Context: an optimization exercise on an open-source flow, tuned for small area. The choices shown serve that exercise and are no tape-out recipe. RTL that was checked went through simulation tests only; none was proved equivalent to the original. Power is estimated from default activity; no workload was simulated.

Design rgb2ycbcr, start of the top module:
module rgb2ycbcr
(
    input clk,
    input rst_n,
    input [7:0] R,
    input [7:0] G,
    input [7:0] B,
    output [7:0] Y,
    output [7:0] Cb,
    output [7:0] Cr
);
export LEC_CHECK = 0
export CAP_MARGIN = 20
export CORE_MARGIN = 2
export CORE_UTILIZATION = 80
export CTS_BUF_LIST = sky130_fd_sc_hd__clkbuf_8
export GPL_TIMING_DRIVEN = 0
export PLACE_DENSITY = 0.85
export SLEW_MARGIN = 20
export SYNTH_HIERARCHICAL = 1
create_clock -name core_clock -period 5.0 [get_ports {clk}]
standard.sh (not shown) runs the stock make flow with config.mk's settings and CLKGATE_MAP_FILE= SYNTH_SCRIPT=/design/flow/synth_recipe.tcl, a recipe that flattens the netlist after the stock synthesis.
==> flow/flow/run.sh <==
#!/bin/bash
# Layout: the standard ORFS flow (standard.sh, unchanged synthesis and
# steps), except that the input and output port buffers use the smallest
# buffer cell, sky130_fd_sc_hd__buf_1, clock tree synthesis inserts no dummy
# loads, and global routing downsizes gates off the critical paths
# (RECOVER_POWER). The make output goes to orfs_make.log; each ORFS step keeps
# its own log under orfs/logs/.
set -euo pipefail
bash standard.sh "BUFFER_PORTS_ARGS=-buffer_cell sky130_fd_sc_hd__buf_1" \
  "CTS_ARGS=-sink_clustering_enable -repair_clock_nets -buf_list sky130_fd_sc_hd__clkbuf_8 -dont_use_dummy_load" \
  "RECOVER_POWER=100" \
  finish > orfs_make.log 2>&1
The first run failed in clock tree synthesis.
Then changed:
- CORE_UTILIZATION: 80 -> 70
- PLACE_DENSITY: 0.85 -> 0.8
The changed run completed with no timing, DRC or antenna violations.
Synthesized area does not change.
Synthesized cell count is unchanged.
Then changed:
==> flow/run.sh (new file) <==
#!/bin/bash
# synth_recipe.tcl (not shown) runs the flow's synth.tcl, then flattens the netlist and writes it again
# the make line also repeats each setting of config.mk as NAME=value (left out here)
make -C /OpenROAD-flow-scripts/flow DESIGN_CONFIG=/design/flow/config.mk WORK_HOME=/design/flow/orfs CLKGATE_MAP_FILE= SYNTH_SCRIPT=/design/flow/synth_recipe.tcl finish
removed: flow/flow/run.sh
removed: flow/standard.sh
The changed run reached the layout checks and failed them: negative setup slack.
Sequential share of layout area goes down by 3.1 points.
First-iteration DRC count drops by about 40%.
Critical path depth is unchanged.
Hold slack improved by 0.0086 ns.
Routed wire length grows by 18%.
Total power goes up by about 8%.
Final cell count came out higher by about 1.6%.
Clock skew shrinks by 0.024 ns.
Then changed:
==> flow/flow/run.sh (new file) <==
#!/bin/bash
# Layout: the standard ORFS flow (standard.sh, unchanged synthesis and
# steps), except that the input and output port buffers use the smallest
# buffer cell, sky130_fd_sc_hd__buf_1, clock tree synthesis inserts no dummy
# loads, and global routing downsizes gates off the critical paths
# (RECOVER_POWER). The make output goes to orfs_make.log; each ORFS step keeps
# its own log under orfs/logs/.
set -euo pipefail
bash standard.sh "BUFFER_PORTS_ARGS=-buffer_cell sky130_fd_sc_hd__buf_1" \
  "CTS_ARGS=-sink_clustering_enable -repair_clock_nets -buf_list sky130_fd_sc_hd__clkbuf_8 -dont_use_dummy_load" \
  "RECOVER_POWER=100" \
  finish > orfs_make.log 2>&1
==> flow/standard.sh (new file) <==
#!/bin/bash
# synth_recipe.tcl (not shown) runs the flow's synth.tcl, then flattens the netlist and writes it again
# the make line also repeats each setting of config.mk as NAME=value (left out here)
make -C /OpenROAD-flow-scripts/flow DESIGN_CONFIG=/design/flow/config.mk WORK_HOME=/design/flow/orfs CLKGATE_MAP_FILE= SYNTH_SCRIPT=/design/flow/synth_recipe.tcl "${@:-finish}"
- CORE_UTILIZATION: 70 -> 60
- PLACE_DENSITY: 0.8 -> 0.7
removed: flow/run.sh
Result:
- The changed run passed the timing, DRC and antenna checks
- routed wire length went down by 21%
- cell area went down by 6.5%
- clock skew went up by 0.013 ns
- flip-flop and latch count is unchanged
- area after synthesis does not change
- global-route usage went down by 6.3 points
- core utilization went down by 16 points
- sequential share of layout area went up by 2.6 points


rgb2ycbcr, a different RTL version from the one above (not shown whole).
Size: about 300 cells after synthesis, about 50 I/O pins.
==> flow/design.v (excerpt) <==
module rgb2ycbcr
(
    input clk,
    input rst_n,
    input [7:0] R,
    input [7:0] G,
    input [7:0] B,
    output [7:0] Y,
    output [7:0] Cb,
    output [7:0] Cr
);
reg [7:0] R_ff, G_ff, B_ff;
reg [7:0] Y1_ff;
reg [8:0] D_ff, E_ff;
reg [23:0] s2, s3;
reg [2:0] ph;
wire y1;
an2 u_y1 (.a(G_ff[0]), .b(B_ff[0]), .y(y1));
wire y2, y3;
fa u_y2 (.a(R_ff[0]), .b(G_ff[1]), .c(B_ff[1]), .y(y2), .z(y3));
wire y4;
an2 u_y4 (.a(y1), .b(y2), .y(y4));
wire y5, y6;
fa u_y5 (.a(R_ff[1]), .b(G_ff[2]), .c(B_ff[2]), .y(y5), .z(y6));
wire y7;
mj3 u_y7 (.a(y3), .b(y5), .c(y4), .y(y7));
wire y8, y9;
fa u_y8 (.a(R_ff[2]), .b(G_ff[3]), .c(B_ff[0]), .y(y8), .z(y9));
wire y10, y11;
fa u_y10 (.a(B_ff[3]), .b(y6), .c(y8), .y(y10), .z(y11));
wire y12;
an2 u_y12 (.a(y7), .b(y10), .y(y12));
wire y13, y14;
fa u_y13 (.a(R_ff[3]), .b(G_ff[4]), .c(B_ff[0]), .y(y13), .z(y14));
wire y15, y16;
fa u_y15 (.a(B_ff[1]), .b(B_ff[4]), .c(y9), .y(y15), .z(y16));
wire y17, y18;
fa u_y17 (.a(y13), .b(y11), .c(y15), .y(y17), .z(y18));
wire y19;
an2 u_y19 (.a(y12), .b(y17), .y(y19));
wire y20, y21;
fa u_y20 (.a(R_ff[4]), .b(G_ff[5]), .c(B_ff[1]), .y(y20), .z(y21));
wire y22, y23;
fa u_y22 (.a(B_ff[2]), .b(B_ff[5]), .c(y14), .y(y22), .z(y23));
wire y24, y25;
fa u_y24 (.a(y20), .b(y16), .c(y22), .y(y24), .z(y25));
wire y26;
mj3 u_y26 (.a(y18), .b(y24), .c(y19), .y(y26));
wire y27, y28;
fa u_y27 (.a(R_ff[0]), .b(R_ff[5]), .c(G_ff[6]), .y(y27), .z(y28));
wire y29, y30;
fa u_y29 (.a(B_ff[2]), .b(B_ff[3]), .c(B_ff[6]), .y(y29), .z(y30));
wire y31, y32;
fa u_y31 (.a(y21), .b(y27), .c(y29), .y(y31), .z(y32));
wire y33, y34;
fa u_y33 (.a(y23), .b(y31), .c(y25), .y(y33), .z(y34));
wire y35;
an2 u_y35 (.a(y26), .b(y33), .y(y35));
wire y36;
xn2 u_y36 (.a(R_ff[1]), .b(R_ff[6]), .y(y36));
wire y37;
or2 u_y37 (.a(R_ff[1]), .b(R_ff[6]), .y(y37));
wire y38, y39;
fa u_y38 (.a(G_ff[0]), .b(G_ff[7]), .c(B_ff[3]), .y(y38), .z(y39));
wire y40, y41;
fa u_y40 (.a(B_ff[4]), .b(B_ff[7]), .c(y36), .y(y40), .z(y41));
wire y42, y43;
fa u_y42 (.a(y28), .b(y30), .c(y38), .y(y42), .z(y43));
wire y44, y45;
fa u_y44 (.a(y40), .b(y32), .c(y42), .y(y44), .z(y45));
wire y46;
  ...
Settings: LEC_CHECK=0, CAP_MARGIN=20, CORE_MARGIN=2, CORE_UTILIZATION=60, CTS_BUF_LIST=sky130_fd_sc_hd__clkbuf_8, PLACE_DENSITY=0.7, SLEW_MARGIN=20, SYNTH_HIERARCHICAL=1; clock period 5.0 ns.
==> flow/flow/run.sh <==
#!/bin/bash
# Layout: the standard ORFS flow (standard.sh, unchanged synthesis and
# steps), except that the input and output port buffers use the smallest
# buffer cell, sky130_fd_sc_hd__buf_1, and clock tree synthesis inserts no
# dummy loads. The make output goes to orfs_make.log; each ORFS step keeps its
# own log under orfs/logs/.
set -euo pipefail
bash standard.sh "BUFFER_PORTS_ARGS=-buffer_cell sky130_fd_sc_hd__buf_1" \
  "CTS_ARGS=-sink_clustering_enable -repair_clock_nets -buf_list sky130_fd_sc_hd__clkbuf_8 -dont_use_dummy_load" \
  finish > orfs_make.log 2>&1
Then changed:
Settings changed: GPL_TIMING_DRIVEN set to 0.
Outcome:
- clock power stays flat
- power drops slightly
- worst setup slack gains 0.032 ns
- clock-buffer cell count is unchanged
- cell area fell by a few percent
- routed wire length goes down by a few percent
- register-to-register slack improves by 0.03 ns
- die area stays the same
- synthesized area does not change
- clock skew hardly moves
Then changed:
==> flow/flow/run.sh (replaced) <==
#!/bin/bash
# Layout: the standard ORFS flow (standard.sh, unchanged synthesis and
# steps), except that the input and output port buffers use the smallest
# buffer cell, sky130_fd_sc_hd__buf_1. The make output goes to orfs_make.log;
# each ORFS step keeps its own log under orfs/logs/.
set -euo pipefail
bash standard.sh "BUFFER_PORTS_ARGS=-buffer_cell sky130_fd_sc_hd__buf_1" finish > orfs_make.log 2>&1
What happened: The changed run ran to the end with no violations; routed wire length rises by 2.5%; combinational power is about the same; critical path depth is unchanged; die area is unchanged; core utilization rises by 1.9 points; clock power rises by 43%; design area rises by 2.8%; worst setup slack got worse by 0.020 ns; sequential power is about the same; fmax falls by 0.41%; sequential cell count is unchanged.
No functional check of the RTL was part of any run of this note.

## what the ideal ports hide
The flow's constraints put no driver on any port. The routed layouts listed below were extracted and timed again, unchanged, in two steps. Step 1 sets driving cells, clkbuf_16 on the clock port and buf_2 on the other inputs (assumed; they add their load-dependent delay and slew). Step 2, shift: input delay + t, output delay - t, t = (earliest + latest rising clock arrival at the registers) / 2. This alone moves slack from input paths to output paths. a / b / c = no drivers / after step 1 / after step 2; a / b = the first two.
run | shift t [ns] | setup WS [ns] | latest minus earliest clock arrival (ns)
the second run of note 1 | 0.375 | 0.053 / 0.053 / 0.053 | 0.036 / 0.036
the third run of note 1 | 0.391 | -0.017 / -0.017 / -0.017 | 0.011 / 0.010
the fourth run of note 1 | 0.369 | 0.106 / 0.106 / 0.106 | 0.028 / 0.028
the first run of note 2 | 0.380 | 0.108 / 0.108 / 0.108 | 0.038 / 0.037
the second run of note 2 | 0.379 | 0.140 / 0.140 / 0.140 | 0.029 / 0.028
the third run of note 2 | 0.400 | 0.120 / 0.120 / 0.120 | 0.011 / 0.010
